Background: an optimization exercise with open tools, aiming at small area. Do not read the settings as production practice.
Function was checked by simulation only, so behaviour that the tests miss may differ from the original.
Power figures rest on the tool's default switching activity, not on a simulated workload.

==> design.v <==
module missile_predictor_fpga(
    input clk50mhz,
    input rst,
    input uart_rx,
    output reg servo_pwm_out_x,
    output reg servo_pwm_out_y
);
    reg [12:0] baud;
    reg [3:0]  bit_cnt;
    reg        byte_state;      
    reg        diff;            
    reg [7:0]  last_x;
    reg [7:0]  uart_y;
    wire rx_idle = bit_cnt[3] & bit_cnt[1];
    wire done    = rx_idle & ~bit_cnt[0];
    wire tick    = ~rx_idle & (&baud);
    wire shift   = tick & ~bit_cnt[3];
    always @(posedge clk50mhz) begin
        if (rx_idle)
            baud <= 13'h1b8b;
        else if (&baud)
            baud <= 13'h08ea;
        else
            baud <= {baud[11:0], baud[12] ^ baud[11] ^ baud[10] ^ baud[7]};
    end
    always @(posedge clk50mhz) begin
        if (rst)
            bit_cnt <= 4'd15;
        else if (rx_idle)
            bit_cnt <= uart_rx ? 4'd15 : 4'd0;
        else if (&baud)
            bit_cnt <= bit_cnt + 4'd1;
    end
    reg [4:0] cnt;
    wire x_done  = done & ~byte_state;
    wire cnt_hi  = cnt[4] & (cnt[3] | cnt[2]);           
    wire cnt_end = cnt[4] & cnt[3] & cnt[2] & cnt[1];    
    wire predict = x_done & cnt_end;
    wire pop     = x_done & diff & cnt_hi & ~cnt_end;
    wire win     = byte_state & ((bit_cnt == 4'd0) | (bit_cnt == 4'd15));
    wire old_bit = byte_state ? uart_y[0] : last_x[0];
    always @(posedge clk50mhz) begin
        if (rst) begin
            byte_state <= 1'b0;
            diff <= 1'b0;
            last_x <= 8'd128;
            uart_y <= 8'd128;
            cnt <= 5'd0;
        end else begin
            if (done)
                byte_state <= ~byte_state;
            if (shift)
                diff <= (diff & ~(byte_state & (bit_cnt[2:0] == 3'd0))) | (old_bit ^ uart_rx);
            if (shift & ~byte_state)
                last_x <= {uart_rx, last_x[7:1]};
            if (shift & byte_state)
                uart_y <= {uart_rx, uart_y[7:1]};
            if (x_done) begin
                if (cnt_end)
                    cnt <= {4'd0, diff};
                else if (cnt_hi | diff)
                    cnt <= cnt + 5'd1;
            end
        end
    end
    reg [7:0] ring [0:21];
    reg [3:0] slot;
    reg       slot_y;
    integer i;
    always @(posedge clk50mhz) begin
        if (rst) begin
            slot <= 4'd1;
            slot_y <= 1'b0;
        end else if (!pop) begin
            if (slot == 4'd11) begin
                slot <= 4'd1;
                slot_y <= ~slot_y;
            end else
                slot <= slot + 4'd1;
        end
    end
    wire [7:0] newest = slot_y ? uart_y : last_x;
    wire wr = win & ({1'b0, slot} == cnt);
    always @(posedge clk50mhz) begin
        for (i = 0; i < 21; i = i + 1)
            ring[i] <= ring[i+1];
        ring[21] <= wr ? newest : ring[0];
    end
    function [7:0] extrap(input [7:0] h19, input [7:0] h0);
        reg [8:0] d, v, p;
        begin
            d = {1'b0, h19} - {1'b0, h0};
            v = {{4{d[8]}}, d[8:4]};
            p = {1'b0, h19} + {v[5:0], 3'b000} + {v[7:0], 1'b0};
            extrap = p[7:0] & {8{~p[8]}};
        end
    endfunction
    wire [7:0] pred = extrap(newest, ring[0]);
    reg [7:0] pred_x, pred_y;
    always @(posedge clk50mhz) begin
        if (win & (slot == 4'd1) & ~slot_y)
            pred_x <= pred;
        if (win & (slot == 4'd1) & slot_y)
            pred_y <= pred;
    end
    reg [7:0] x_pos, y_pos;
    always @(posedge clk50mhz) begin
        if (rst) begin
            x_pos <= 8'd128;
            y_pos <= 8'd128;
        end else if (predict) begin
            x_pos <= pred_x;
            y_pos <= pred_y;
        end
    end
    reg [8:0]  pr;
    reg [11:0] pq;
    wire pr_end = &(pr | ~9'd293);
    wire pq_end = &(pq | ~12'd3316) & ~pq[8];
    wire pq_neg = &pq[11:8];
    always @(posedge clk50mhz) begin
        if (rst | (pq_end & (pr == 9'd95))) begin
            pr <= 9'd284;
            pq <= 12'd4010;
        end else if (pr_end) begin
            pr <= 9'd0;
            pq <= pq + 12'd1;
        end else
            pr <= pr + 9'd1;
    end
    wire [8:0] ky = {1'b0, y_pos} + 9'd85;
    always @(posedge clk50mhz) begin
        if (rst) begin
            servo_pwm_out_x <= 1'b0;
            servo_pwm_out_y <= 1'b0;
        end else begin
            servo_pwm_out_x <= pq_neg | (pq < {4'b0000, x_pos});
            servo_pwm_out_y <= pq_neg | ({pq, pr >= 9'd10} < {3'b000, ky, 1'b1});
        end
    end
endmodule
==> flow/run.sh <==
#!/bin/bash
# Own layout flow:
#  1. the standard synthesis (standard.sh synth);
#  2. its combinational logic re-mapped for area by ABC (flow/remap.tcl),
#     keeping every register cell and name of the standard synthesis;
#  3. the standard layout from floorplan on (standard.sh), with the
#     clock tree synthesis arguments overridden (no dummy loads).
# Each tool's output goes to a log file of its own in this folder.
set -euo pipefail
R=orfs/results/${FLOW_PLATFORM}/missile_predictor_fpga/base
export CTS_ARGS="-sink_clustering_enable -repair_clock_nets -dont_use_dummy_load -sink_clustering_size 30 -sink_clustering_max_diameter 80 -buf_list {sky130_fd_sc_hd__clkbuf_8 sky130_fd_sc_hd__clkbuf_16} -sink_clustering_buffer sky130_fd_sc_hd__clkbuf_16 -root_buf sky130_fd_sc_hd__clkbuf_8"

bash standard.sh synth > log_1_standard_synth.log 2>&1
cp "$R/1_2_yosys.v" standard_synth.v

export REMAP_LIB="${FLOW_HOME}/platforms/${FLOW_PLATFORM}/lib/sky130_fd_sc_hd__tt_025C_1v80.lib"
export REMAP_IN="$PWD/standard_synth.v"
export REMAP_OUT="$PWD/remapped.v"
"${FLOW_HOME}/../tools/install/yosys/bin/yosys" -c flow/remap.tcl > log_2_remap.log 2>&1

cp remapped.v "$R/1_2_yosys.v"
rm -f "$R/1_synth.odb" "$R/1_synth.sdc"
bash standard.sh > log_3_standard_layout.log 2>&1
==> flow/remap.tcl <==
# Re-map the combinational logic of the standard synthesis for area.
# The registers stay the cells (and instance names) the standard synthesis
# gave them: their cell modules are black boxes, everything else is
# flattened back to gates and mapped again by ABC.
set lib $::env(REMAP_LIB)
yosys read_liberty -ignore_miss_func $lib
yosys read_verilog $::env(REMAP_IN)
yosys hierarchy -top $::env(FLOW_TOP)
yosys setattr -mod -set blackbox 1 sky130_fd_sc_hd__dfxtp_1 sky130_fd_sc_hd__edfxtp_1
yosys flatten -separator _
yosys opt_clean
yosys abc -liberty $lib -dont_use sky130_fd_sc_hd__probe_p_8 -dont_use sky130_fd_sc_hd__probec_p_8 -dont_use *lpflow* -script "+strash;dch,-f;amap;strash;dch,-f;amap;strash;dch,-f;amap;topo"
yosys hilomap -singleton -hicell sky130_fd_sc_hd__conb_1 HI -locell sky130_fd_sc_hd__conb_1 LO
yosys splitnets
yosys opt_clean -purge
yosys stat -liberty $lib
yosys write_verilog -noattr -noexpr -nohex -nodec $::env(REMAP_OUT)
==> standard.sh <==
#!/bin/bash
# synth_recipe.tcl (not shown) runs the flow's synth.tcl, then flattens the netlist and writes it again
# the make line also repeats each setting of config.mk as NAME=value (left out here)
make -C /OpenROAD-flow-scripts/flow DESIGN_CONFIG=/design/flow/config.mk WORK_HOME=/design/flow/orfs CLKGATE_MAP_FILE= SYNTH_SCRIPT=/design/flow/synth_recipe.tcl "${@:-finish}"
==> config.mk <==
export PLATFORM = sky130hd
export DESIGN_NAME = missile_predictor_fpga
export DESIGN_NICKNAME = missile_predictor_fpga
export VERILOG_FILES = /design/flow/design.v
export SDC_FILE = /design/flow/constraint.sdc
export NUM_CORES = 4
export LEC_CHECK = 0
export CAP_MARGIN = 20
export CORE_MARGIN = 2
export CORE_UTILIZATION = 70
export SLEW_MARGIN = 20
==> constraint.sdc <==
create_clock -name core_clock -period 20.0 [get_ports {clk50mhz}]
set_input_delay 4.0000 -clock core_clock [delete_from_list [all_inputs] [get_ports {clk50mhz}]]
set_output_delay 4.0000 -clock core_clock [all_outputs]
set_load 0.01 [all_outputs]
==> run_results.csv, run 1 <==
group,metric,value,unit
die,start_util,0.721,
timing,tns,0,ns
min_path,hold_path_class,"flip-flop to flip-flop",
setup_path,r2r-start,"slot_y",
place,dpl.hpwl,8560,um
timing,slew_headroom,0.482,
global_route,grt_overflow,0,
global_route,antenna_found_initial,0,
synth,syn_nets,722,
route,wire_per_inst,14.6,um
min_path,holdPathEnd,"ring[9][1]",
timing,finalHoldViolCount,0,
cts,holdBufCountCts,0,
timing,fin_ws,13.95,ns
place,port_buffers,4,
power,finalPower,0.851,mW
timing,fmax,0.165,GHz
cts,cts.sinks,276,
synth,syn_area,7890,um2
route,dr.first_iter.drc_count,365,
setup_path,worstPathMaxFanout,35,
setup_path,r2r_end,"pred_y[6]",
timing,drv_slew,0,
finish,area_delta_synth_final,6.71,%
synth,syn-instance-count,719,
setup_path,r2r_slack,14.29,ns
global_route,grt_pass1_wl,21000,um
synth,syn_avg_cell_area,11.0,um2
timing,rsz0062_at_grt,"false",
finish,final_nets,743,
cts,cts_tree,"yes",
route,drt_pass1_iterations,4,
finish,fillers,722,
min_path,hp-start,"ring[10][1]",
global_route,grt_pass1_vias,4522,
cts,clk_latency,0.50,ns
timing,fin_crit_sh,0.302,
die,die_w,110,um
setup_path,end_kind,"flip-flop",
cts,h-tree-depth,1,
finish,num_antenna_cells,0,
synth,yosys_warnings,2,
die,core,10900,um2
finish,seq_area,5690,um2
route,vias,4890,
run_status,status,"complete, no violations",
route,drt_drc_violations_left,0,
cts,clockRootBuffer,"clkbuf_8",
place,gp_congestion,0.895,
setup_path,critPathRequiredTime,20.39,ns
route,ant_nets,0,
timing,fin_worst_skew,0.0226,ns
setup_path,path_class,"primary input to flip-flop",
timing,layout_min_cycle_time,6.05,ns
power,powerDensity,101,nW/um2
power,p_leak,3.13,nW
finish,fin_util,0.770,
cts,cts_buffers,13,
die,rows,38,
timing,setup_viol_count_final,0,
finish,drive_above_1_share,0.0217,
timing,finalHoldWorstSlack,0.322,ns
setup_path,crit_path_start_kind,"primary input",
power,ir_worst_vdd,103,uV
global_route,globalRouteTotalUtil,0.219,
die,ios,5,
die,die_h,110,um
route,wirelength,12800,um
cts,clk_pin_slew,0.10,ns
job,drv_cap,0,
place,preCtsSetupSlack,13.24,ns
die,die-area,12100,um2
finish,multiInputGateArea,1980,um2
setup_path,rr_worst_depth,23,
cts,post_cts_buffers,0,
min_path,whs_path_depth,0,
route,vias_per_cell,5.57,
cts,clockBufferDepth,3,
timing,tightestPinTransition,0.774,ns
global_route,grt_max_degree,36,
setup_path,crit_arrival,6.43,ns
cts,cts_resized,0,
registers in the layout, indices dropped and copies added, names as in the netlist, 4 cells and up:
signal / cells
slot: 4
last_x: 8
baud: 13
pr: 9
pred_y: 8
x_pos: 8
pq: 12
bit_cnt: 4
cnt: 5
uart_y: 8
y_pos: 8
pred_x: 8
ring: 176
report_power, final:
group          switching (mW)  total, mW  internal [mW]
clock network           0.147      0.251          0.104
registers             0.00695      0.576          0.569
logic                  0.0157     0.0245        0.00883
per-layer routing:
metal / share of wire / GRT usage / vias to the layer above
met4: 0.017 / 0.0607 / 0
met5: 0 / 0 / -
met3: 0.026 / 0.0323 / 22
met1: 0.48 / 0.300 / 2275
met2: 0.48 / 0.366 / 84
li1: - / - / 2509
through the flow:
| step | instance area, um2 | cells |
|---|---|---|
| after global placement | 8120 | 865 |
| after detailed placement | 8120 | 865 |
| after global routing | 8420 | 878 |
| final | 8420 | 878 |
| after CTS | 8410 | 878 |
| after floorplan | 7890 | 719 |
how the worst max path moves through the flow:
| stage | start | end | slack (ns) | depth (start not counted) |
|---|---|---|---|---|
| 2_1_floorplan | rst | pr[1] | 14.82 | 5 |
| 3_3_place_gp | rst | pr[6] | 13.44 | 7 |
| 3_5_place_dp | rst | pr[1] | 13.24 | 7 |
| 4_1_cts | rst | pr[1] | 13.78 | 7 |
| 5_1_grt | slot_y | pred_x[6] | 13.60 | 23 |
| 6_report | rst | pr[5] | 13.95 | 7 |
area by class of cell:
| class | count | share of cell area |
|---|---|---|
| timing repair buffer | 6 | 0.00654 |
| sequential | 276 | 0.676 |
| multi-input combinational | 382 | 0.235 |
| inverter | 61 | 0.0272 |
| tap | 140 | 0.0208 |
| clock buffer | 13 | 0.0346 |
cells in the final DEF, fill, tap and decap left out, drive strengths merged, types with 2 or more instances in the layout:
master and n:
o21ai 59, dfxtp 260, or4 3, a2111oi 2
o21a 4, nor2b 3, o221ai 2, and2 5
a221oi 6, nor4 2, or3 2, a31oi 3
a32oi 2, nand2 54, edfxtp 16, a22oi 11
o22ai 33, nor3 13, or2 9, buf 2
a221o 2, clkinv 61, a211oi 13, and3 4
nand3 4, a21oi 28, nor2 101, clkdlybuf4s50 4
clkbuf 13, nand4 5, nand2b 2
critical path, cell delays in order:
cell and delay, ns:
clkdlybuf4s50_1 0.46, buf_4 0.33, clkinv_1 0.49, o41ai_2 0.29, clkinv_1 0.50, nand2_1 0.26
a211oi_1 0.08
==> inputs of run 2 (changes only) <==
--- a/flow/run.sh
+++ b/flow/run.sh
@@ -10,3 +10,3 @@
 R=orfs/results/${FLOW_PLATFORM}/missile_predictor_fpga/base
-export CTS_ARGS="-sink_clustering_enable -repair_clock_nets -dont_use_dummy_load -sink_clustering_size 30 -sink_clustering_max_diameter 80 -buf_list {sky130_fd_sc_hd__clkbuf_8 sky130_fd_sc_hd__clkbuf_16} -sink_clustering_buffer sky130_fd_sc_hd__clkbuf_16 -root_buf sky130_fd_sc_hd__clkbuf_8"
+export CTS_ARGS="-sink_clustering_enable -repair_clock_nets -dont_use_dummy_load -sink_clustering_size 40 -sink_clustering_max_diameter 50 -buf_list {sky130_fd_sc_hd__clkbuf_8 sky130_fd_sc_hd__clkbuf_16} -sink_clustering_buffer sky130_fd_sc_hd__clkbuf_16 -root_buf sky130_fd_sc_hd__clkbuf_8"
 
==> run_results.csv, run 2 <==
group,metric,value,unit
die,rows,38,
synth,syn_nets,722,
cts,clk_latency,0.54,ns
setup_path,r2r_slack,14.33,ns
run_status,status,"complete, no violations",
timing,fin_crit_sh,0.305,
finish,final_nets,745,
finish,largest_register_ffs,176,
route,ant_nets,0,
route,drt_pass1_iterations,7,
min_path,hold_path_class,"flip-flop to flip-flop",
die,core,10900,um2
setup_path,path_class,"primary input to flip-flop",
timing,drv_slew,0,
finish,area_delta_synth_final,7.35,%
cts,cts.sinks,276,
power,finalPower,0.876,mW
power,p_leak,3.15,nW
timing,finalHoldViolCount,0,
finish,largestRegisters,"ring x176, baud x13, pq x12",
global_route,grt_pass1_wl,21700,um
timing,finalHoldWorstSlack,0.264,ns
route,vias_per_cell,5.62,
finish,layout_commonest_cell,"dfxtp_1",
timing,slew_headroom,0.463,
power,powerDensity,103,nW/um2
setup_path,end_kind,"flip-flop",
timing,fmax,0.164,GHz
timing,layout_min_cycle_time,6.09,ns
global_route,antenna_found_initial,0,
route,wirelength,13200,um
place,gp_congestion,0.895,
finish,final_cell_mix,"dfxtp_1 (260), nor2_1 (101), clkinv_1 (61), o21ai_0 (59), nand2_1 (54)",
die,die-area,12100,um2
route,vias,4943,
timing,tns,0,ns
synth,syn-instance-count,719,
place,place_area,8120,um2
setup_path,critPathRequiredTime,20.37,ns
place,port_buffers,4,
cts,clk_pin_slew,0.12,ns
cts,holdBufCountCts,0,
timing,setup_viol_count_final,0,
finish,regMostFlops,"ring",
setup_path,crit_path_start_kind,"primary input",
power,seqPwrFrac,0.658,
route,wire_per_inst,15.0,um
synth,yosys_warnings,2,
cts,cts_resized,0,
synth,syn_avg_cell_area,11.0,um2
timing,tightestPinTransition,0.802,ns
die,start_util,0.721,
cts,clockBufferDepth,3,
cts,h-tree-depth,1,
global_route,globalRouteTotalUtil,0.226,
cts,post_cts_buffers,0,
global_route,grt_pass1_vias,4600,
die,die_w,110,um
finish,num_antenna_cells,0,
route,drt_drc_violations_left,0,
job,drv_cap,0,
cts,cts_tree,"yes",
die,ios,5,
power,ir_worst_vdd,98.0,uV
finish,fin_area,8470,um2
die,die_h,110,um
finish,drive_above_1_share,0.0243,
place,dpl.hpwl,8560,um
power,combPwrFrac,0.028,
setup_path,crit_arrival,6.46,ns
timing,fin_worst_skew,0.0556,ns
power,switching_share,0.203,
synth,syn_area,7890,um2
power,power.internal,0.698,mW
global_route,grt_max_degree,38,
cts,cts_buffers,15,
setup_path,worstPathMaxFanout,35,
power,power_switching,0.177,mW
global_route,grt_overflow,0,
cts,clockRootBuffer,"clkbuf_8",
power,power.share.clock,0.315,
timing,rsz0062_at_grt,"false",
route,dr.first_iter.drc_count,349,
==> run 2: critical path: stages <==
cell and delay (ns):
clkdlybuf4s50_1 0.46, buf_4 0.33, clkinv_1 0.50, o41ai_2 0.29, clkinv_1 0.51, nand2_1 0.27
nor3_1 0.09
==> run 2: path summary, 6_finish.rpt <==
path	from	endpoint	depth (start not counted)
worst min register to register	ring[13][2]	ring[12][2]	0
worst max register to register	slot_y	pred_x[2]	23
worst min-delay path	ring[13][2]	ring[12][2]	0
worst max-delay path	rst	pr[6]	7
==> run 2: power by group through the flow <==
stage / Combinational [mW] / Sequential (mW) / Clock, mW
3_5_place_dp: 0.0241 / 0.588 / 0
5_1_grt: 0.0280 / 0.577 / 0.295
4_1_cts: 0.0243 / 0.576 / 0.280
6_report: 0.0244 / 0.576 / 0.275
2_1_floorplan: 0.0173 / 0.586 / 0
3_3_place_gp: 0.0230 / 0.587 / 0
==> run 2: stage by stage <==
stage               worst slack, ns  instances   util
finish                        13.91        880  0.774
global route                  13.59        880  0.774
detailed placement            13.24        865  0.742
global placement              13.44        865  0.742
CTS                           13.74        880  0.773
floorplan                     14.82        719      -
==> run 2: cell type report <==
cell class	count	area, um2
clock buffer	15	342
fill	710	2470
inverter	61	229
multi-input combinational	382	1980
sequential	276	5690
tap	140	175
timing repair buffer	6	55.1
==> run 2: layer usage <==
metal	vias up	global-route usage	routed length, um
li1	2512	-	-
met1	2313	0.305	6210
met2	95	0.386	6290
met3	23	0.0312	464
met4	0	0.0625	250
met5	-	0	0
==> inputs of run 3 (changes only) <==
--- a/flow/run.sh
+++ b/flow/run.sh
@@ -10,3 +10,3 @@
 R=orfs/results/${FLOW_PLATFORM}/missile_predictor_fpga/base
-export CTS_ARGS="-sink_clustering_enable -repair_clock_nets -dont_use_dummy_load -sink_clustering_size 40 -sink_clustering_max_diameter 50 -buf_list {sky130_fd_sc_hd__clkbuf_8 sky130_fd_sc_hd__clkbuf_16} -sink_clustering_buffer sky130_fd_sc_hd__clkbuf_16 -root_buf sky130_fd_sc_hd__clkbuf_8"
+export CTS_ARGS="-sink_clustering_enable -repair_clock_nets -dont_use_dummy_load -sink_clustering_size 35 -sink_clustering_max_diameter 60 -buf_list {sky130_fd_sc_hd__clkbuf_8 sky130_fd_sc_hd__clkbuf_16} -sink_clustering_buffer sky130_fd_sc_hd__clkbuf_16 -root_buf sky130_fd_sc_hd__clkbuf_8"
 
--- a/config.mk
+++ b/config.mk
@@ -9,3 +9,3 @@
 export CORE_MARGIN = 2
-export CORE_UTILIZATION = 70
+export CORE_UTILIZATION = 80
 export SLEW_MARGIN = 20
==> run_results.csv, run 3 <==
group,metric,value,unit
die,rows,36,
run_status,status,"complete, no violations",
setup_path,path_class,"flip-flop to flip-flop",
place,dpl.hpwl,10800,um
power,p_leak,3.13,nW
timing,finalHoldViolCount,0,
setup_path,end_kind,"flip-flop",
finish,largest_register_ffs,176,
power,powerDensity,103,nW/um2
synth,syn-instance-count,719,
route,vias_per_cell,6.37,
finish,final_cell_mix,"dfxtp_1 (260), nor2_1 (101), clkinv_1 (61), o21ai_0 (59), nand2_1 (54)",
die,die_w,103,um
route,drt_pass1_iterations,8,
timing,fmax,0.163,GHz
finish,num_antenna_cells,0,
global_route,antenna_found_initial,0,
timing,drv_slew,0,
cts,holdBufCountCts,0,
die,die_h,103,um
global_route,globalRouteTotalUtil,0.326,
cts,post_cts_buffers,0,
global_route,grt_pass1_vias,5226,
finish,area_delta_synth_final,6.60,%
setup_path,crit_path_start_kind,"flip-flop",
route,vias,5549,
synth,syn_nets,722,
global_route,grt_max_degree,36,
finish,multiInputGateArea,1980,um2
setup_path,crit_path_start,"slot_y",
finish,regMostFlops,"ring",
finish,drive_above_1_share,0.0217,
setup_path,crit_arrival,6.33,ns
cts,cts_buffers,13,
die,ios,5,
finish,fillers,443,
die,core,9680,um2
cts,clockBufferDepth,3,
timing,setup_viol_count_final,0,
global_route,grt_overflow,0,
synth,yosys_warnings,2,
timing,fin_worst_skew,0.0379,ns
setup_path,critPathRequiredTime,20.19,ns
setup_path,worstPathMaxFanout,12,
cts,cts_resized,0,
die,die-area,10700,um2
cts,h-tree-depth,1,
place,gp_congestion,0.840,
place,port_buffers,4,
route,wirelength,17300,um
setup_path,r2r-start,"slot_y",
synth,syn_area,7890,um2
route,wire_per_inst,19.8,um
job,drv_cap,0,
min_path,hp-start,"ring[5][2]",
power,ir_worst_vdd,82.8,uV
finish,final_nets,743,
cts,clk_latency,0.52,ns
finish,fin_util,0.868,
cts,cts.sinks,276,
cts,clockRootBuffer,"clkbuf_8",
route,drt_drc_violations_left,0,
finish,largestRegisters,"ring x176, baud x13, pq x12",
timing,slew_headroom,0.483,
cts,clk_pin_slew,0.11,ns
route,dr.first_iter.drc_count,440,
finish,seq_area,5690,um2
timing,layout_min_cycle_time,6.14,ns
finish,layout_commonest_cell,"dfxtp_1",
route,ant_nets,0,
cts,cts_tree,"yes",
timing,rsz0062_at_grt,"false",
timing,tightestPinTransition,0.773,ns
die,start_util,0.814,
synth,syn_avg_cell_area,11.0,um2
timing,tns,0,ns
timing,fin_crit_sh,0.307,
global_route,grt_pass1_wl,26400,um
min_path,hold_path_class,"flip-flop to flip-flop",
run 3: power by group:
group          total (mW)  switching [mW]  internal, mW
sequential          0.577         0.00843         0.569
combinational      0.0275          0.0186       0.00886
clock               0.257           0.154         0.104
run 3: worst paths after layout:
kind,to,slack (ns),depth (start not counted)
setup / recovery,pred_y[7],13.86,23
hold / removal,ring[4][2],0.32,0
setup reg to reg,pred_y[7],13.86,23
hold reg to reg,ring[4][2],0.32,0
run 3: per-stage QoR:
step	area, um2	total power [mW]	hold slack, ns	cells	setup WS, ns
finish	8410	0.862	0.318	871	13.86
global route	8410	0.882	0.317	871	13.33
CTS	8400	0.861	0.312	871	13.77
detailed placement	8110	0.614	0.312	858	13.27
global placement	8110	0.610	0.311	858	13.47
floorplan	7890	0.603	0.310	719	14.82
run 3: layout make-up:
| class | count | share of cell area |
|---|---|---|
| Sequential cell | 276 | 0.676 |
| Multi-Input combinational cell | 382 | 0.235 |
| Clock buffer | 13 | 0.0347 |
| Inverter | 61 | 0.0272 |
| Tap cell | 133 | 0.0198 |
| Timing Repair Buffer | 6 | 0.00655 |
run 3: critical path: stages (launching register included):
cell	delay, ns
dfxtp_1	0.58
clkinv_1	0.37
o22ai_1	0.44
clkinv_1	0.20
o221ai_1	0.20
a31oi_1	0.09
o21ai_0	0.44
o22ai_1	0.20
o22ai_1	0.30
o21ai_0	0.24
o21ai_0	0.40
clkinv_1	0.23
nor2_1	0.14
a21oi_1	0.06
o21ai_0	0.25
o21ai_0	0.16
and2_0	0.19
nor2_1	0.15
o21ai_0	0.12
and2_0	0.20
nor2_1	0.14
nor2_1	0.06
a21oi_1	0.50
nor3_1	0.20
run 3: per-layer routing:
layer,global-route usage,vias up,wire (um)
met5,0,-,0
met4,0.146,0,829
met3,0.0464,108,1310
met2,0.596,379,8740
met1,0.382,2549,6390
li1,-,2513,-
==> inputs of run 4 (changes only) <==
--- a/flow/run.sh
+++ b/flow/run.sh
@@ -10,3 +10,4 @@
 R=orfs/results/${FLOW_PLATFORM}/missile_predictor_fpga/base
-export CTS_ARGS="-sink_clustering_enable -repair_clock_nets -dont_use_dummy_load -sink_clustering_size 35 -sink_clustering_max_diameter 60 -buf_list {sky130_fd_sc_hd__clkbuf_8 sky130_fd_sc_hd__clkbuf_16} -sink_clustering_buffer sky130_fd_sc_hd__clkbuf_16 -root_buf sky130_fd_sc_hd__clkbuf_8"
+export BUFFER_PORTS_ARGS="-buffer_cell sky130_fd_sc_hd__buf_1"
+export CTS_ARGS="-sink_clustering_enable -repair_clock_nets -dont_use_dummy_load -sink_clustering_size 18 -sink_clustering_max_diameter 50 -buf_list {sky130_fd_sc_hd__clkbuf_8 sky130_fd_sc_hd__clkbuf_16} -sink_clustering_buffer sky130_fd_sc_hd__clkbuf_8 -root_buf sky130_fd_sc_hd__clkbuf_8"
 
--- a/config.mk
+++ b/config.mk
@@ -9,3 +9,5 @@
 export CORE_MARGIN = 2
-export CORE_UTILIZATION = 80
+export CORE_UTILIZATION = 70
+export GPL_ROUTABILITY_DRIVEN = 0
+export GPL_TIMING_DRIVEN = 0
 export SLEW_MARGIN = 20
==> run_results.csv, run 4 <==
group,metric,value,unit
cts,clockBufferDepth,3,
place,dpl.hpwl,8340,um
power,seqPwrFrac,0.685,
route,wirelength,12300,um
global_route,grt_overflow,0,
setup_path,slowest_delay,0.58,ns
synth,syn_nets,722,
timing,rsz0062_at_grt,"false",
timing,fin_worst_skew,0.0324,ns
die,rows,38,
setup_path,rr_worst_depth,23,
finish,drive_above_1_share,0.0296,
cts,cts_resized,0,
power,switching_share,0.207,
finish,num_antenna_cells,0,
power,power.internal,0.667,mW
route,drt_pass1_iterations,5,
global_route,grt_pass1_vias,4455,
cts,clk_pin_slew,0.10,ns
route,dr.first_iter.drc_count,290,
setup_path,crit_path_start_kind,"primary input",
route,vias_per_cell,5.46,
setup_path,worstPathMaxFanout,35,
finish,final_cell_mix,"dfxtp_1 (260), nor2_1 (101), clkinv_1 (61), o21ai_0 (59), nand2_1 (54)",
cts,cts.sinks,276,
timing,tns,0,ns
timing,drv_slew,0,
finish,layout_commonest_cell,"dfxtp_1",
timing,finalHoldViolCount,0,
cts,post_cts_buffers,0,
run_status,status,"complete, no violations",
global_route,globalRouteTotalUtil,0.207,
setup_path,critPathRequiredTime,20.38,ns
die,die_w,110,um
min_path,whs_path_depth,0,
synth,syn_avg_cell_area,11.0,um2
timing,fmax,0.171,GHz
die,ios,5,
synth,yosys_warnings,2,
synth,syn_area,7890,um2
die,start_util,0.721,
finish,largest_register_ffs,176,
finish,fin_area,8360,um2
route,vias,4823,
finish,regMostFlops,"ring",
synth,syn-instance-count,719,
global_route,grt_max_degree,36,
route,wire_per_inst,14.0,um
finish,largestRegisters,"ring x176, baud x13, pq x12",
power,power.share.clock,0.287,
cts,cts_buffers,20,
setup_path,crit_arrival,6.24,ns
power,p_leak,3.11,nW
setup_path,worst_path_max_delay_cell,"clkinv_1",
setup_path,path_class,"primary input to flip-flop",
place,port_buffers,4,
route,ant_nets,0,
timing,fin_crit_sh,0.293,
power,powerDensity,101,nW/um2
global_route,antenna_found_initial,0,
cts,clk_latency,0.51,ns
die,die-area,12100,um2
setup_path,end_kind,"flip-flop",
cts,cts_tree,"yes",
power,combPwrFrac,0.028,
setup_path,crit_path_frequent_cell,"clkinv_1",
finish,final_nets,748,
route,drt_drc_violations_left,0,
global_route,grt_pass1_wl,20000,um
cts,holdBufCountCts,0,
timing,finalHoldWorstSlack,0.331,ns
power,ir_worst_vdd,94.5,uV
timing,layout_min_cycle_time,5.86,ns
timing,tightestPinTransition,1.12,ns
place,place_area,8090,um2
die,die_h,110,um
finish,area_delta_synth_final,6.01,%
cts,h-tree-depth,1,
power,power_switching,0.174,mW
timing,slew_headroom,0.244,
cts,clockRootBuffer,"clkbuf_8",
setup_path,path_cells,"buf_2 -> clkinv_1 -> o41ai_2 -> clkinv_1 -> nand2_1 -> nor3_1",
timing,setup_viol_count_final,0,
min_path,hold_path_class,"flip-flop to flip-flop",
job,drv_cap,0,
die,core,10900,um2
==> run 4: worst paths after layout <==
kind                                 start         end  slack (ns)
worst max-delay path                   rst       pr[6]       14.14
worst min-delay path            ring[7][0]  ring[6][0]        0.33
worst max register to register      slot_y   pred_y[7]       14.39
worst min register to register  ring[7][0]  ring[6][0]        0.33
==> run 4: power groups by stage <==
| stage | Sequential, mW | Clock (mW) | Combinational, mW |
|---|---|---|---|
| 5_1_grt | 0.577 | 0.262 | 0.0273 |
| 4_1_cts | 0.576 | 0.247 | 0.0238 |
| 3_3_place_gp | 0.587 | 0 | 0.0223 |
| 6_report | 0.576 | 0.241 | 0.0239 |
| 2_1_floorplan | 0.586 | 0 | 0.0173 |
| 3_5_place_dp | 0.588 | 0 | 0.0235 |
==> run 4: per-layer routing <==
metal / GRT usage / up-vias / routed length [um]
li1: - / 2518 / -
met4: 0.0714 / 0 / 305
met3: 0.0317 / 23 / 449
met2: 0.357 / 98 / 5700
met1: 0.268 / 2184 / 5900
met5: 0 / - / 0
==> run 4: cell type report <==
class                           instances  area (um2)
Inverter                               61         229
Fill cell                             733        2570
Multi-Input combinational cell        382        1980
Timing Repair Buffer                    4        16.3
Clock buffer                           20         275
Sequential cell                       276        5690
Tap cell                              140         175
==> run 4: worst max-delay path, delay by kind of cell <==
| family | cells | cell delay [ns] |
|---|---|---|
| and+or+nand+nor | 2 | 0.34 |
| buffers and inverters | 3 | 1.57 |
| AOI/OAI and AO/OA | 1 | 0.31 |
==> run 4: stage by stage <==
| stage | std cells | utilization | power [mW] | setup slack [ns] |
|---|---|---|---|---|
| global route | 883 | 0.765 | 0.867 | 13.77 |
| floorplan | 719 | - | 0.603 | 14.82 |
| global placement | 863 | 0.739 | 0.610 | 12.49 |
| detailed placement | 863 | 0.739 | 0.612 | 13.65 |
| CTS | 883 | 0.765 | 0.846 | 14.19 |
| finish | 883 | 0.765 | 0.841 | 14.14 |
==> inputs of run 5 (changes only) <==
--- a/design.v
+++ b/design.v
@@ -130,3 +130,3 @@
     end
-    wire [8:0] ky = {1'b0, y_pos} + 9'd85;
+    wire [13:0] ysum = {5'b0, y_pos, 1'b1} + 14'd170 + {1'b0, ~{pq, pr >= 9'd10}};
     always @(posedge clk50mhz) begin
@@ -137,3 +137,3 @@
             servo_pwm_out_x <= pq_neg | (pq < {4'b0000, x_pos});
-            servo_pwm_out_y <= pq_neg | ({pq, pr >= 9'd10} < {3'b000, ky, 1'b1});
+            servo_pwm_out_y <= pq_neg | ysum[13];
         end
--- a/flow/run.sh
+++ b/flow/run.sh
@@ -11,3 +11,3 @@
 export BUFFER_PORTS_ARGS="-buffer_cell sky130_fd_sc_hd__buf_1"
-export CTS_ARGS="-sink_clustering_enable -repair_clock_nets -dont_use_dummy_load -sink_clustering_size 18 -sink_clustering_max_diameter 50 -buf_list {sky130_fd_sc_hd__clkbuf_8 sky130_fd_sc_hd__clkbuf_16} -sink_clustering_buffer sky130_fd_sc_hd__clkbuf_8 -root_buf sky130_fd_sc_hd__clkbuf_8"
+export CTS_ARGS="-sink_clustering_enable -repair_clock_nets -dont_use_dummy_load -sink_clustering_size 12 -sink_clustering_max_diameter 40 -buf_list {sky130_fd_sc_hd__clkbuf_4 sky130_fd_sc_hd__clkbuf_8 sky130_fd_sc_hd__clkbuf_16} -sink_clustering_buffer sky130_fd_sc_hd__clkbuf_4 -root_buf sky130_fd_sc_hd__clkbuf_8"
 
==> flow/remap.tcl (replaced) <==
# Re-map the combinational logic of the standard synthesis for area.
# The registers stay the cells (and instance names) the standard synthesis
# gave them: their cell modules are black boxes, everything else is
# flattened back to gates and mapped again by ABC. Several ABC scripts are
# tried; the mapping with the smallest cell area is kept.
set lib $::env(REMAP_LIB)
set out $::env(REMAP_OUT)
yosys read_liberty -ignore_miss_func $lib
yosys read_verilog $::env(REMAP_IN)
yosys hierarchy -top $::env(FLOW_TOP)
yosys setattr -mod -set blackbox 1 sky130_fd_sc_hd__dfxtp_1 sky130_fd_sc_hd__edfxtp_1
yosys flatten -separator _
yosys opt_clean
yosys design -save flat

set d "strash;dch,-f"
set e "strash;dch"
set scripts [list \
  "+$d;amap;$d;amap;$d;amap;topo" \
  "+$d;amap;$d;amap;$d;amap;$d;amap;$d;amap;topo" \
  "+$d;amap,-m;$d;amap,-m;$d;amap,-m;topo" \
  "+$e;amap;$e;amap;$e;amap;topo" \
  "+$e;amap;$e;amap;$e;amap;$e;amap;$e;amap;topo" \
  "+strash;dc2;dc2;$d;amap;$d;amap;$d;amap;topo" \
]
set best_area ""
set best_i -1
set i 0
foreach s $scripts {
  yosys design -load flat
  yosys abc -liberty $lib -dont_use sky130_fd_sc_hd__probe_p_8 -dont_use sky130_fd_sc_hd__probec_p_8 -dont_use *lpflow* -script $s
  yosys hilomap -singleton -hicell sky130_fd_sc_hd__conb_1 HI -locell sky130_fd_sc_hd__conb_1 LO
  yosys splitnets
  yosys opt_clean -purge
  yosys tee -o $out.stat$i stat -liberty $lib
  set f [open $out.stat$i r]
  set txt [read $f]
  close $f
  regexp {Chip area for module [^:]*: ([0-9.]+)} $txt -> area
  puts "remap script $i area $area: $s"
  if { $best_area eq "" || $area < $best_area } {
    set best_area $area
    set best_i $i
    yosys write_verilog -noattr -noexpr -nohex -nodec $out
  }
  incr i
}
puts "remap best: script $best_i area $best_area"
==> run_results.csv, run 5 <==
group,metric,value,unit
cts,cts_resized,0,
timing,finalHoldWorstSlack,0.298,ns
cts,cts.sinks,276,
finish,num_antenna_cells,0,
setup_path,crit_arrival,6.34,ns
place,preCtsSetupSlack,14.03,ns
route,vias,5027,
synth,syn_area,7830,um2
timing,fin_ws,13.85,ns
global_route,antenna_found_initial,0,
setup_path,end_kind,"flip-flop",
synth,syn_avg_cell_area,11.0,um2
finish,final_nets,749,
setup_path,crit_path_frequent_cell,"o21ai_0",
cts,cts_buffers,29,
route,drt_pass1_iterations,5,
run_status,status,"complete, no violations",
cts,post_cts_buffers,0,
die,core,10900,um2
global_route,grt_max_degree,21,
cts,clk_latency,0.53,ns
finish,area_delta_synth_final,5.88,%
die,rows,38,
die,die_h,110,um
route,drt_drc_violations_left,0,
die,die-area,12100,um2
setup_path,slowest_delay,0.65,ns
route,wire_per_inst,14.6,um
die,start_util,0.719,
synth,syn_nets,712,
cts,clockBufferDepth,3,
place,dpl.hpwl,8450,um
min_path,hold_path_class,"flip-flop to flip-flop",
setup_path,crit_path_start_kind,"flip-flop",
die,die_w,110,um
route,ant_nets,0,
timing,rsz0062_at_grt,"false",
route,dr.first_iter.drc_count,499,
setup_path,path_class,"flip-flop to flip-flop",
finish,fillers,684,
timing,tightestPinTransition,0.990,ns
finish,layout_commonest_cell,"dfxtp_1",
cts,holdBufCountCts,0,
cts,cts_tree,"yes",
job,drv_cap,0,
finish,final_cell_mix,"dfxtp_1 (260), nor2_1 (110), clkinv_1 (55), o21ai_0 (48), nand2_1 (46)",
route,wirelength,12900,um
timing,drv_slew,0,
timing,fmax,0.163,GHz
finish,largestRegisters,"ring x176, baud x13, pq x12",
timing,fin_worst_skew,0.0644,ns
timing,setup_viol_count_final,0,
timing,slew_headroom,0.337,
power,powerDensity,102,nW/um2
cts,clockRootBuffer,"clkbuf_8",
setup_path,worst-path-buf-inv,3,
setup_path,worstPathMaxFanout,12,
global_route,globalRouteTotalUtil,0.220,
cts,clk_pin_slew,0.10,ns
power,p_leak,3.09,nW
cts,h-tree-depth,1,
die,ios,5,
setup_path,worst_path_max_delay_cell,"o21ai_0",
power,ir_worst_vdd,76.1,uV
place,port_buffers,4,
setup_path,crit_family,"compound AO/OA/AOI/OAI gates",
finish,drive_above_1_share,0.0457,
synth,syn-instance-count,709,
timing,layout_min_cycle_time,6.15,ns
global_route,grt_overflow,0,
global_route,grt_pass1_vias,4631,
timing,finalHoldViolCount,0,
finish,largest_register_ffs,176,
setup_path,critPathRequiredTime,20.20,ns
route,vias_per_cell,5.69,
finish,final_cells,884,
synth,yosys_warnings,2,
global_route,grt_pass1_wl,21200,um
timing,tns,0,ns
timing,fin_crit_sh,0.307,
finish,regMostFlops,"ring",
place,dp.cells,855,
-- run 5: final timing paths --
check | start | to | slack [ns] | depth (start not counted)
worst max-delay path | slot_y | pred_y[5] | 13.85 | 25
worst min-delay path | ring[16][7] | ring[15][7] | 0.30 | 0
worst max register to register | slot_y | pred_y[5] | 13.85 | 25
worst min register to register | ring[16][7] | ring[15][7] | 0.30 | 0
-- run 5: layout make-up --
class / count / area, um2 / share of cell area
clock buffers: 29 / 236 / 0.0285
inverters: 55 / 206 / 0.0249
multi-input cells: 378 / 1960 / 0.236
flip-flops and latches: 276 / 5690 / 0.685
well taps: 140 / 175 / 0.0211
repair buffers: 6 / 33.8 / 0.00407
-- run 5: layer usage --
layer | part of all wire | vias to the layer above | GRT usage
met3 | 0.049 | 34 | 0.0433
met4 | 0.026 | 0 | 0.0723
met5 | 0 | - | 0
li1 | - | 2525 | -
met2 | 0.46 | 154 | 0.363
met1 | 0.46 | 2314 | 0.293
-- run 5: worst register-to-register path: cells and delay by family (launching register included) --
| family | cells | cell delay, ns |
|---|---|---|
| DFF | 1 | 0.58 |
| buffers and inverters | 3 | 0.76 |
| and+or+nand+nor | 8 | 1.19 |
| AOI/OAI and AO/OA | 14 | 3.32 |
-- run 5: where the power goes --
group	internal (mW)	switching [mW]
sequential	0.577	0.00835
clock	0.0741	0.148
combinational	0.0135	0.0269
-- run 5: through the flow --
stage	instance area, um2	total power, mW	utilization
2_1_floorplan	7830	0.624	-
3_3_place_gp	8020	0.633	0.737
3_5_place_dp	8050	0.637	0.739
4_1_cts	8280	0.855	0.761
5_1_grt	8290	0.881	0.762
6_report	8290	0.847	0.762
==> inputs of run 6 (changes only) <==
--- a/flow/run.sh
+++ b/flow/run.sh
@@ -11,3 +11,3 @@
 export BUFFER_PORTS_ARGS="-buffer_cell sky130_fd_sc_hd__buf_1"
-export CTS_ARGS="-sink_clustering_enable -repair_clock_nets -dont_use_dummy_load -sink_clustering_size 12 -sink_clustering_max_diameter 40 -buf_list {sky130_fd_sc_hd__clkbuf_4 sky130_fd_sc_hd__clkbuf_8 sky130_fd_sc_hd__clkbuf_16} -sink_clustering_buffer sky130_fd_sc_hd__clkbuf_4 -root_buf sky130_fd_sc_hd__clkbuf_8"
+export CTS_ARGS="-sink_clustering_enable -repair_clock_nets -dont_use_dummy_load -sink_clustering_size 25 -sink_clustering_max_diameter 40 -buf_list {sky130_fd_sc_hd__clkbuf_8 sky130_fd_sc_hd__clkbuf_16} -sink_clustering_buffer sky130_fd_sc_hd__clkbuf_8 -root_buf sky130_fd_sc_hd__clkbuf_8"
 
==> run_results.csv, run 6 <==
group,metric,value,unit
timing,fmax,0.162,GHz
route,vias,5030,
cts,holdBufCountCts,0,
place,dpl.hpwl,8450,um
route,ant_nets,0,
route,drt_pass1_iterations,6,
power,seqPwrFrac,0.653,
power,power_switching,0.190,mW
finish,seq_area,5690,um2
finish,drive_above_1_share,0.0418,
global_route,globalRouteTotalUtil,0.221,
place,port_buffers,4,
global_route,grt_pass1_wl,21200,um
setup_path,worstPathMaxFanout,12,
die,die_h,110,um
place,preCtsSetupSlack,14.03,ns
synth,yosys_warnings,2,
setup_path,end_kind,"flip-flop",
setup_path,crit_path_start_kind,"flip-flop",
timing,tightestPinTransition,0.980,ns
power,power.share.clock,0.302,
finish,final_nets,746,
timing,finalHoldViolCount,0,
job,drv_cap,0,
synth,syn_area,7830,um2
power,switching_share,0.212,
cts,clk_latency,0.55,ns
run_status,status,"complete, no violations",
die,ios,5,
route,vias_per_cell,5.71,
cts,h-tree-depth,1,
finish,fin_util,0.773,
power,ir_worst_vdd,87.5,uV
power,power.internal,0.706,mW
cts,cts_resized,0,
synth,syn-instance-count,709,
power,p_leak,3.14,nW
power,powerDensity,107,nW/um2
global_route,antenna_found_initial,0,
cts,post_cts_buffers,0,
cts,cts.sinks,276,
finish,fin_area,8420,um2
die,die_w,110,um
timing,drv_slew,0,
setup_path,path_class,"flip-flop to flip-flop",
finish,largest_register_ffs,176,
finish,final_cell_mix,"dfxtp_1 (260), nor2_1 (110), clkinv_1 (55), o21ai_0 (48), nand2_1 (46)",
finish,multiInputGateArea,1960,um2
finish,final_cells,881,
finish,layout_commonest_cell,"dfxtp_1",
place,dp.cells,855,
cts,cts_tree,"yes",
timing,finalHoldWorstSlack,0.255,ns
power,combPwrFrac,0.045,
die,core,10900,um2
setup_path,critPathRequiredTime,20.21,ns
finish,fillers,673,
route,wirelength,12900,um
die,start_util,0.719,
timing,layout_min_cycle_time,6.16,ns
global_route,grt_overflow,0,
route,wire_per_inst,14.6,um
cts,cts_buffers,26,
synth,syn_nets,712,
route,dr.first_iter.drc_count,483,
timing,slew_headroom,0.344,
setup_path,crit_arrival,6.37,ns
min_path,hold_path_class,"flip-flop to flip-flop",
finish,num_antenna_cells,0,
die,die-area,12100,um2
synth,syn_avg_cell_area,11.0,um2
finish,area_delta_synth_final,7.43,%
power,finalPower,0.897,mW
timing,fin_ws,13.84,ns
global_route,grt_max_degree,22,
cts,clockRootBuffer,"clkbuf_8",
global_route,grt_pass1_vias,4584,
place,place_area,8050,um2
finish,regMostFlops,"ring",
timing,setup_viol_count_final,0,
timing,fin_worst_skew,0.0838,ns
cts,clk_pin_slew,0.10,ns
die,rows,38,
finish,largestRegisters,"ring x176, baud x13, pq x12",
timing,fin_crit_sh,0.308,
cts,clockBufferDepth,3,
route,drt_drc_violations_left,0,
timing,rsz0062_at_grt,"false",
timing,tns,0,ns
[run 6: worst paths after layout]
kind / cells past startpoint / slack (ns) / end / startpoint
worst min register to register: 0 / 0.26 / ring[11][7] / ring[12][7]
worst max register to register: 25 / 13.84 / pred_y[5] / slot_y
worst max-delay path: 25 / 13.84 / pred_y[5] / slot_y
worst min-delay path: 0 / 0.26 / ring[11][7] / ring[12][7]
[run 6: worst max-delay path: stages, from the launching register on]
cell	delay, ns
dfxtp_1	0.58
clkinv_1	0.37
o22ai_1	0.47
clkinv_1	0.16
o21ai_0	0.24
a31oi_1	0.07
nor2_1	0.15
a21oi_1	0.08
nor2_1	0.12
a21oi_1	0.07
o21ai_0	0.37
o22ai_1	0.17
o21ai_0	0.46
clkinv_1	0.23
nor2_1	0.18
a21oi_1	0.07
nand2_1	0.09
o21ai_0	0.14
o21ai_0	0.22
nor2b_1	0.21
a21oi_1	0.10
o21ai_0	0.22
and2_0	0.20
nor2_1	0.07
o21ai_0	0.64
nor3_1	0.19
[run 6: power by group through the flow]
stage          clock network (mW)  logic (mW)  registers [mW]
2_1_floorplan                   0      0.0295           0.595
3_3_place_gp                    0      0.0365           0.597
3_5_place_dp                    0      0.0388           0.598
4_1_cts                     0.276      0.0391           0.586
5_1_grt                     0.296      0.0447           0.588
6_report                    0.271      0.0403           0.585
[run 6: final cells by class]
| cell class | count | share of cell area |
|---|---|---|
| Inverter | 55 | 0.0245 |
| Timing Repair Buffer | 6 | 0.00401 |
| Sequential cell | 276 | 0.676 |
| Multi-Input combinational cell | 378 | 0.233 |
| Tap cell | 140 | 0.0208 |
| Clock buffer | 26 | 0.0425 |
[run 6: metal layers]
layer / global-route usage / vias to the layer above / part of all wire
met3: 0.0385 / 30 / 0.048
met5: 0 / - / 0
li1: - / 2506 / -
met2: 0.362 / 162 / 0.46
met4: 0.0750 / 0 / 0.025
met1: 0.299 / 2332 / 0.47
==> inputs of run 7 (changes only) <==
--- a/flow/run.sh
+++ b/flow/run.sh
@@ -11,3 +11,3 @@
 export BUFFER_PORTS_ARGS="-buffer_cell sky130_fd_sc_hd__buf_1"
-export CTS_ARGS="-sink_clustering_enable -repair_clock_nets -dont_use_dummy_load -sink_clustering_size 25 -sink_clustering_max_diameter 40 -buf_list {sky130_fd_sc_hd__clkbuf_8 sky130_fd_sc_hd__clkbuf_16} -sink_clustering_buffer sky130_fd_sc_hd__clkbuf_8 -root_buf sky130_fd_sc_hd__clkbuf_8"
+export CTS_ARGS="-sink_clustering_enable -repair_clock_nets -dont_use_dummy_load -sink_clustering_size 10 -sink_clustering_max_diameter 35 -buf_list {sky130_fd_sc_hd__clkbuf_4 sky130_fd_sc_hd__clkbuf_8 sky130_fd_sc_hd__clkbuf_16} -sink_clustering_buffer sky130_fd_sc_hd__clkbuf_4 -root_buf sky130_fd_sc_hd__clkbuf_8"
 
==> run_results.csv, run 7 <==
group,metric,value,unit
die,die_h,110,um
power,powerDensity,105,nW/um2
place,preCtsSetupSlack,14.03,ns
cts,cts_resized,0,
finish,final_cell_mix,"dfxtp_1 (260), nor2_1 (110), clkinv_1 (55), o21ai_0 (48), nand2_1 (46)",
timing,fin_crit_sh,0.306,
setup_path,worst_path_max_delay_cell,"o21ai_0",
synth,syn-instance-count,709,
setup_path,crit_family,"compound AO/OA/AOI/OAI gates",
setup_path,end_kind,"flip-flop",
die,rows,38,
timing,rsz0062_at_grt,"false",
route,wirelength,13000,um
global_route,globalRouteTotalUtil,0.227,
power,power.internal,0.688,mW
finish,area_delta_synth_final,6.80,%
synth,syn_area,7830,um2
timing,fmax,0.163,GHz
run_status,status,"complete, no violations",
finish,drive_above_1_share,0.0559,
place,port_buffers,4,
finish,final_nets,757,
setup_path,critPathRequiredTime,20.19,ns
setup_path,crit_path_start_kind,"flip-flop",
power,power.share.clock,0.287,
cts,cts_tree,"yes",
finish,seq_area,5690,um2
timing,setup_viol_count_final,0,
min_path,hp-start,"ring[11][7]",
global_route,grt_overflow,0,
die,ios,5,
die,die_w,110,um
route,wire_per_inst,14.6,um
die,start_util,0.719,
synth,syn_avg_cell_area,11.0,um2
power,combPwrFrac,0.046,
power,finalPower,0.877,mW
timing,fin_ws,13.88,ns
global_route,grt_max_degree,21,
setup_path,crit_arrival,6.31,ns
timing,slew_headroom,0.324,
cts,clk_pin_slew,0.10,ns
place,dpl.hpwl,8450,um
route,dr.first_iter.drc_count,438,
route,vias,5087,
place,dp.cells,855,
timing,layout_min_cycle_time,6.12,ns
timing,finalHoldViolCount,0,
finish,largest_register_ffs,176,
global_route,grt_pass1_vias,4703,
synth,syn_nets,712,
setup_path,crit_path_start,"slot_y",
global_route,grt_pass1_wl,21400,um
cts,clockRootBuffer,"clkbuf_8",
finish,fillers,674,
finish,largestRegisters,"ring x176, baud x13, pq x12",
power,seqPwrFrac,0.667,
route,drt_drc_violations_left,0,
synth,yosys_warnings,2,
setup_path,worstPathMaxFanout,12,
power,ir_worst_vdd,93.3,uV
cts,clockBufferDepth,3,
setup_path,slowest_delay,0.63,ns
power,switching_share,0.216,
setup_path,r2r-start,"slot_y",
finish,final_cells,892,
cts,clk_latency,0.49,ns
cts,cts.sinks,276,
job,drv_cap,0,
route,vias_per_cell,5.70,
cts,cts_buffers,37,
min_path,hold_path_class,"flip-flop to flip-flop",
power,p_leak,3.13,nW
finish,multiInputGateArea,1960,um2
timing,tns,0,ns
route,ant_nets,0,
finish,layout_commonest_cell,"dfxtp_1",
power,power_switching,0.190,mW
setup_path,crit_path_frequent_cell,"o21ai_0",
timing,drv_slew,0,
die,core,10900,um2
setup_path,path_class,"flip-flop to flip-flop",
setup_path,worst-path-buf-inv,3,
timing,fin_worst_skew,0.0499,ns
finish,regMostFlops,"ring",
cts,post_cts_buffers,0,
timing,finalHoldWorstSlack,0.285,ns
timing,tightestPinTransition,1.01,ns
route,drt_pass1_iterations,5,
finish,num_antenna_cells,0,
cts,holdBufCountCts,0,
cts,h-tree-depth,2,
global_route,antenna_found_initial,0,
die,die-area,12100,um2
[run 7: layout make-up]
type | count | share of cell area
well taps | 140 | 0.0209
inverters | 55 | 0.0247
clock buffers | 37 | 0.0369
repair buffers | 6 | 0.00404
multi-input cells | 378 | 0.234
flip-flops and latches | 276 | 0.680
[run 7: worst register-to-register path: stages (launching register included)]
cell	delay [ns]
dfxtp_1	0.59
clkinv_1	0.36
o22ai_1	0.47
clkinv_1	0.16
o21ai_0	0.23
a31oi_1	0.07
nor2_1	0.15
a21oi_1	0.08
nor2_1	0.13
a21oi_1	0.07
o21ai_0	0.38
o22ai_1	0.17
o21ai_0	0.46
clkinv_1	0.23
nor2_1	0.18
a21oi_1	0.07
nand2_1	0.09
o21ai_0	0.14
o21ai_0	0.24
nor2b_1	0.21
a21oi_1	0.10
o21ai_0	0.21
and2_0	0.19
nor2_1	0.07
o21ai_0	0.63
nor3_1	0.19
[run 7: final timing paths]
check	end	slack [ns]	cells after the start
setup / recovery	pred_y[5]	13.88	25
setup reg to reg	pred_y[5]	13.88	25
hold reg to reg	ring[10][7]	0.28	0
hold / removal	ring[10][7]	0.28	0
[run 7: per-layer routing]
metal / vias up / wire [um] / track usage
li1: 2541 / - / -
met1: 2352 / 5970 / 0.293
met2: 162 / 6000 / 0.364
met3: 32 / 758 / 0.0611
met4: 0 / 281 / 0.0913
met5: - / 0 / 0
[run 7: through the flow]
| stage | cell area [um2] | util |
|---|---|---|
| CTS | 8360 | 0.768 |
| detailed placement | 8050 | 0.739 |
| finish | 8370 | 0.768 |
| global placement | 8020 | 0.737 |
| floorplan | 7830 | - |
| global route | 8370 | 0.768 |
[run 7: power by group through the flow]
stage | clock (mW) | sequential [mW] | combinational [mW]
CTS | 0.262 | 0.586 | 0.0391
global route | 0.283 | 0.588 | 0.0446
detailed placement | 0 | 0.598 | 0.0388
finish | 0.252 | 0.585 | 0.0402
global placement | 0 | 0.597 | 0.0365
floorplan | 0 | 0.595 | 0.0295
==> inputs of run 8 (changes only) <==
--- a/flow/run.sh
+++ b/flow/run.sh
@@ -11,3 +11,3 @@
 export BUFFER_PORTS_ARGS="-buffer_cell sky130_fd_sc_hd__buf_1"
-export CTS_ARGS="-sink_clustering_enable -repair_clock_nets -dont_use_dummy_load -sink_clustering_size 10 -sink_clustering_max_diameter 35 -buf_list {sky130_fd_sc_hd__clkbuf_4 sky130_fd_sc_hd__clkbuf_8 sky130_fd_sc_hd__clkbuf_16} -sink_clustering_buffer sky130_fd_sc_hd__clkbuf_4 -root_buf sky130_fd_sc_hd__clkbuf_8"
+export CTS_ARGS="-sink_clustering_enable -repair_clock_nets -dont_use_dummy_load -sink_clustering_size 13 -sink_clustering_max_diameter 35 -buf_list {sky130_fd_sc_hd__clkbuf_4 sky130_fd_sc_hd__clkbuf_8 sky130_fd_sc_hd__clkbuf_16} -sink_clustering_buffer sky130_fd_sc_hd__clkbuf_4 -root_buf sky130_fd_sc_hd__clkbuf_8"
 
==> run_results.csv, run 8 <==
group,metric,value,unit
run_status,status,"complete, no violations",
synth,yosys_warnings,2,
global_route,antenna_found_initial,0,
timing,tightestPinTransition,0.989,ns
cts,clockBufferDepth,3,
global_route,globalRouteTotalUtil,0.230,
setup_path,end_kind,"flip-flop",
finish,final_nets,751,
die,die_w,110,um
route,vias,5049,
route,wire_per_inst,15.0,um
setup_path,worst_path_max_delay_cell,"o21ai_0",
timing,tns,0,ns
cts,clk_latency,0.54,ns
synth,syn_avg_cell_area,11.0,um2
synth,syn-instance-count,709,
timing,layout_min_cycle_time,6.08,ns
place,dpl.hpwl,8450,um
global_route,grt_overflow,0,
cts,cts.sinks,276,
route,wirelength,13300,um
job,drv_cap,0,
timing,fin_worst_skew,0.0611,ns
setup_path,path_class,"flip-flop to flip-flop",
setup_path,worst-path-buf-inv,3,
setup_path,crit_path_frequent_cell,"o21ai_0",
place,dp.cells,855,
power,p_leak,3.10,nW
timing,fin_crit_sh,0.304,
route,vias_per_cell,5.70,
setup_path,worstPathMaxFanout,12,
power,finalPower,0.858,mW
die,start_util,0.719,
finish,final_cell_mix,"dfxtp_1 (260), nor2_1 (110), clkinv_1 (55), o21ai_0 (48), nand2_1 (46)",
setup_path,crit_path_start_kind,"flip-flop",
finish,largest_register_ffs,176,
cts,h-tree-depth,1,
cts,post_cts_buffers,0,
route,drt_drc_violations_left,0,
setup_path,critPathRequiredTime,20.20,ns
route,ant_nets,0,
route,drt_pass1_iterations,5,
finish,fillers,678,
die,die-area,12100,um2
setup_path,crit_arrival,6.27,ns
finish,drive_above_1_share,0.0483,
global_route,grt_pass1_wl,21800,um
power,ir_worst_vdd,92.3,uV
global_route,grt_max_degree,21,
timing,rsz0062_at_grt,"false",
die,die_h,110,um
finish,layout_commonest_cell,"dfxtp_1",
timing,drv_slew,0,
setup_path,slowest_delay,0.64,ns
cts,cts_resized,0,
route,dr.first_iter.drc_count,507,
finish,largestRegisters,"ring x176, baud x13, pq x12",
finish,regMostFlops,"ring",
die,core,10900,um2
timing,fin_ws,13.92,ns
synth,syn_nets,712,
setup_path,crit_family,"compound AO/OA/AOI/OAI gates",
finish,area_delta_synth_final,6.07,%
timing,finalHoldViolCount,0,
timing,slew_headroom,0.338,
cts,clockRootBuffer,"clkbuf_8",
finish,final_cells,886,
power,powerDensity,103,nW/um2
min_path,hold_path_class,"flip-flop to flip-flop",
cts,clk_pin_slew,0.12,ns
cts,cts_buffers,31,
die,ios,5,
cts,cts_tree,"yes",
place,port_buffers,4,
die,rows,38,
synth,syn_area,7830,um2
global_route,grt_pass1_vias,4679,
timing,fmax,0.165,GHz
place,preCtsSetupSlack,14.03,ns
finish,num_antenna_cells,0,
timing,setup_viol_count_final,0,
cts,holdBufCountCts,0,
==> run 8: worst paths after layout <==
path | depth (start not counted) | start | to | slack, ns
worst max-delay path | 25 | slot_y | pred_y[3] | 13.92
worst min-delay path | 0 | ring[6][0] | ring[5][0] | 0.32
worst max register to register | 25 | slot_y | pred_y[3] | 13.92
worst min register to register | 0 | ring[6][0] | ring[5][0] | 0.32
==> run 8: layout make-up <==
| type | instances | area [um2] | area share |
|---|---|---|---|
| well taps | 140 | 175 | 0.0211 |
| repair buffers | 6 | 33.8 | 0.00407 |
| inverters | 55 | 206 | 0.0248 |
| multi-input cells | 378 | 1960 | 0.236 |
| clock buffers | 31 | 251 | 0.0303 |
| flip-flops and latches | 276 | 5690 | 0.684 |
==> run 8: metrics by stage <==
| step | utilization | cell area, um2 | hold WS (ns) |
|---|---|---|---|
| 2_1_floorplan | - | 7830 | 0.310 |
| 6_report | 0.763 | 8310 | 0.318 |
| 4_1_cts | 0.762 | 8300 | 0.325 |
| 3_3_place_gp | 0.737 | 8020 | 0.312 |
| 3_5_place_dp | 0.739 | 8050 | 0.312 |
| 5_1_grt | 0.763 | 8310 | 0.323 |
==> run 8: report_power, final <==
part           internal (mW)  switching [mW]
Clock                 0.0786           0.154
Combinational         0.0135          0.0267
Sequential             0.577         0.00855
Total                  0.669           0.189
==> run 8: layer usage <==
layer,GRT usage,up-vias,part of all wire
met5,0,-,0
met3,0.0528,33,0.051
met2,0.385,147,0.48
li1,-,2524,-
met1,0.299,2345,0.45
met4,0.0669,0,0.023
==> inputs of run 9 (changes only) <==
--- a/flow/run.sh
+++ b/flow/run.sh
@@ -11,3 +11,3 @@
 export BUFFER_PORTS_ARGS="-buffer_cell sky130_fd_sc_hd__buf_1"
-export CTS_ARGS="-sink_clustering_enable -repair_clock_nets -dont_use_dummy_load -sink_clustering_size 13 -sink_clustering_max_diameter 35 -buf_list {sky130_fd_sc_hd__clkbuf_4 sky130_fd_sc_hd__clkbuf_8 sky130_fd_sc_hd__clkbuf_16} -sink_clustering_buffer sky130_fd_sc_hd__clkbuf_4 -root_buf sky130_fd_sc_hd__clkbuf_8"
+export CTS_ARGS="-sink_clustering_enable -repair_clock_nets -dont_use_dummy_load -sink_clustering_size 12 -sink_clustering_max_diameter 32 -buf_list {sky130_fd_sc_hd__clkbuf_4 sky130_fd_sc_hd__clkbuf_8 sky130_fd_sc_hd__clkbuf_16} -sink_clustering_buffer sky130_fd_sc_hd__clkbuf_4 -root_buf sky130_fd_sc_hd__clkbuf_8"
 
==> run_results.csv, run 9 <==
group,metric,value,unit
route,wire_per_inst,14.5,um
global_route,grt_overflow,0,
place,port_buffers,4,
timing,layout_min_cycle_time,6.05,ns
min_path,hold_path_class,"flip-flop to flip-flop",
synth,yosys_warnings,2,
min_path,whs_path_depth,0,
timing,drv_slew,0,
die,ios,5,
synth,syn_nets,712,
die,rows,38,
die,die-area,12100,um2
route,dr_wl_met3,642,um
finish,final_cell_mix,"dfxtp_1 (260), nor2_1 (110), clkinv_1 (55), o21ai_0 (48), nand2_1 (46)",
cts,post_cts_buffers,0,
timing,fin_crit_sh,0.303,
finish,fin_util,0.767,
finish,final_cells,890,
cts,cts_tree,"yes",
timing,rsz0062_at_grt,"false",
global_route,globalRouteTotalUtil,0.225,
timing,fin_worst_skew,0.0486,ns
setup_path,worst-path-buf-inv,3,
setup_path,crit_path_start_kind,"flip-flop",
min_path,holdPathEnd,"ring[7][2]",
setup_path,r2r_slack,13.95,ns
route,vias_per_cell,5.71,
power,ir_worst_vdd,82.4,uV
die,start_util,0.719,
cts,cts_buffers,35,
setup_path,worst_path_max_delay_cell,"o21ai_0",
global_route,antenna_found_initial,0,
finish,area_delta_synth_final,6.61,%
place,dpl.hpwl,8450,um
timing,tns,0,ns
job,drv_cap,0,
timing,fin_ws,13.95,ns
synth,syn_avg_cell_area,11.0,um2
setup_path,r2r_end,"pred_x[7]",
cts,cts.sinks,276,
finish,layout_commonest_cell,"dfxtp_1",
route,dr.first_iter.drc_count,491,
cts,clockBufferDepth,3,
power,finalPower,0.871,mW
setup_path,crit_path_frequent_cell,"o21ai_0",
setup_path,r2r-start,"slot_y",
finish,final_nets,755,
global_route,grt_pass1_vias,4700,
finish,fillers,681,
finish,largestRegisters,"ring x176, baud x13, pq x12",
route,drt_pass1_iterations,5,
finish,multiInputGateArea,1960,um2
synth,syn_area,7830,um2
synth,syn-instance-count,709,
die,core,10900,um2
finish,num_antenna_cells,0,
global_route,grt_pass1_wl,21300,um
power,p_leak,3.12,nW
setup_path,worstPathMaxFanout,12,
place,preCtsSetupSlack,14.03,ns
timing,finalHoldViolCount,0,
finish,seq_area,5690,um2
setup_path,path_class,"flip-flop to flip-flop",
finish,regMostFlops,"ring",
timing,finalHoldWorstSlack,0.303,ns
setup_path,crit_family,"compound AO/OA/AOI/OAI gates",
setup_path,rr_worst_depth,25,
route,ant_nets,0,
cts,clockRootBuffer,"clkbuf_8",
route,drt_drc_violations_left,0,
cts,h-tree-depth,2,
route,met1_length,5950,um
setup_path,critPathRequiredTime,20.19,ns
global_route,grt_max_degree,21,
die,die_w,110,um
finish,drive_above_1_share,0.0533,
cts,cts_resized,0,
run_status,status,"complete, no violations",
setup_path,slowest_delay,0.64,ns
timing,slew_headroom,0.299,
route,highest_layer,"met4",
cts,holdBufCountCts,0,
setup_path,end_kind,"flip-flop",
route,vias,5085,
place,place_area,8050,um2
route,wl_met2,6030,um
power,powerDensity,104,nW/um2
route,wirelength,12900,um
timing,tightestPinTransition,1.05,ns
min_path,hp-start,"ring[8][2]",
cts,clk_latency,0.50,ns
cts,clk_pin_slew,0.11,ns
setup_path,crit_arrival,6.25,ns
place,dp.cells,855,
timing,fmax,0.165,GHz
die,die_h,110,um
finish,fin_area,8350,um2
finish,largest_register_ffs,176,
timing,setup_viol_count_final,0,
-- run 9: area by class of cell --
class	instances	area share
Clock buffer	35	0.0352
Inverter	55	0.0247
Multi-Input combinational cell	378	0.234
Sequential cell	276	0.681
Tap cell	140	0.0210
Timing Repair Buffer	6	0.00404
-- run 9: power breakdown --
part	leakage (nW)	internal, mW	switching [mW]
combinational	0.699	0.0135	0.0267
clock	0.174	0.0925	0.153
sequential	2.25	0.577	0.00831
total	3.12	0.683	0.188
-- run 9: how the worst max path moves through the flow --
| stage | from | endpoint | slack, ns | cells past startpoint |
|---|---|---|---|---|
| 3_5_place_dp | rst | cnt[0] | 14.03 | 4 |
| 2_1_floorplan | rst | cnt[0] | 14.85 | 3 |
| 6_report | slot_y | pred_x[7] | 13.95 | 25 |
| 5_1_grt | slot_y | pred_x[7] | 13.39 | 25 |
| 3_3_place_gp | rst | y_pos[4] | 13.67 | 3 |
| 4_1_cts | slot_y | pred_x[7] | 14.20 | 25 |
-- run 9: per-layer routing --
layer,up-vias,GRT usage
li1,2542,-
met1,2361,0.296
met2,149,0.362
met3,33,0.0533
met4,0,0.0877
met5,-,0
-- run 9: worst reg2reg max path, delay by kind of cell (launching register included) --
family,cells,cell delay [ns]
buffers and inverters,3,0.76
flip-flops,1,0.58
AND/OR/NAND/NOR,8,1.17
AO/OA/AOI/OAI,14,3.27

==> port drivers added, routing unchanged <==
In the flow no input, the clock included, has a driving cell. The finished layouts below were timed again as built, in two steps. Step 1 sets driving cells, clkbuf_16 on the clock port and buf_2 on the other inputs (assumed; they add their load-dependent delay and slew). Step 2 also shifts input and output timing later by t, the mid clock arrival at the registers, as if the neighbouring blocks saw the same clock. Slacks: no drivers / after step 1 / after step 2; pairs: no drivers / after step 1.
run	t (ns)	slack for setup (ns)	worst hold slack (ns)
run 1	0.524	13.954 / 13.965 / 13.440	0.322 / 0.322 / 0.322
run 2	0.549	13.909 / 13.920 / 13.370	0.264 / 0.264 / 0.264
run 3	0.536	13.859 / 13.859 / 13.392	0.318 / 0.318 / 0.318
run 4	0.526	14.141 / 14.155 / 13.629	0.331 / 0.331 / 0.331
run 5	0.532	13.854 / 13.854 / 13.854	0.298 / 0.298 / 0.298
run 6	0.541	13.839 / 13.839 / 13.839	0.255 / 0.255 / 0.255
run 7	0.506	13.878 / 13.878 / 13.878	0.285 / 0.285 / 0.285
run 8	0.550	13.923 / 13.923 / 13.923	0.318 / 0.318 / 0.318
run 9	0.508	13.947 / 13.947 / 13.947	0.303 / 0.303 / 0.303
After both steps every run listed still meets setup and hold. The setup slack of run 2, which loses most, moves by +0.011 ns with the drivers and by -0.539 ns with both steps.
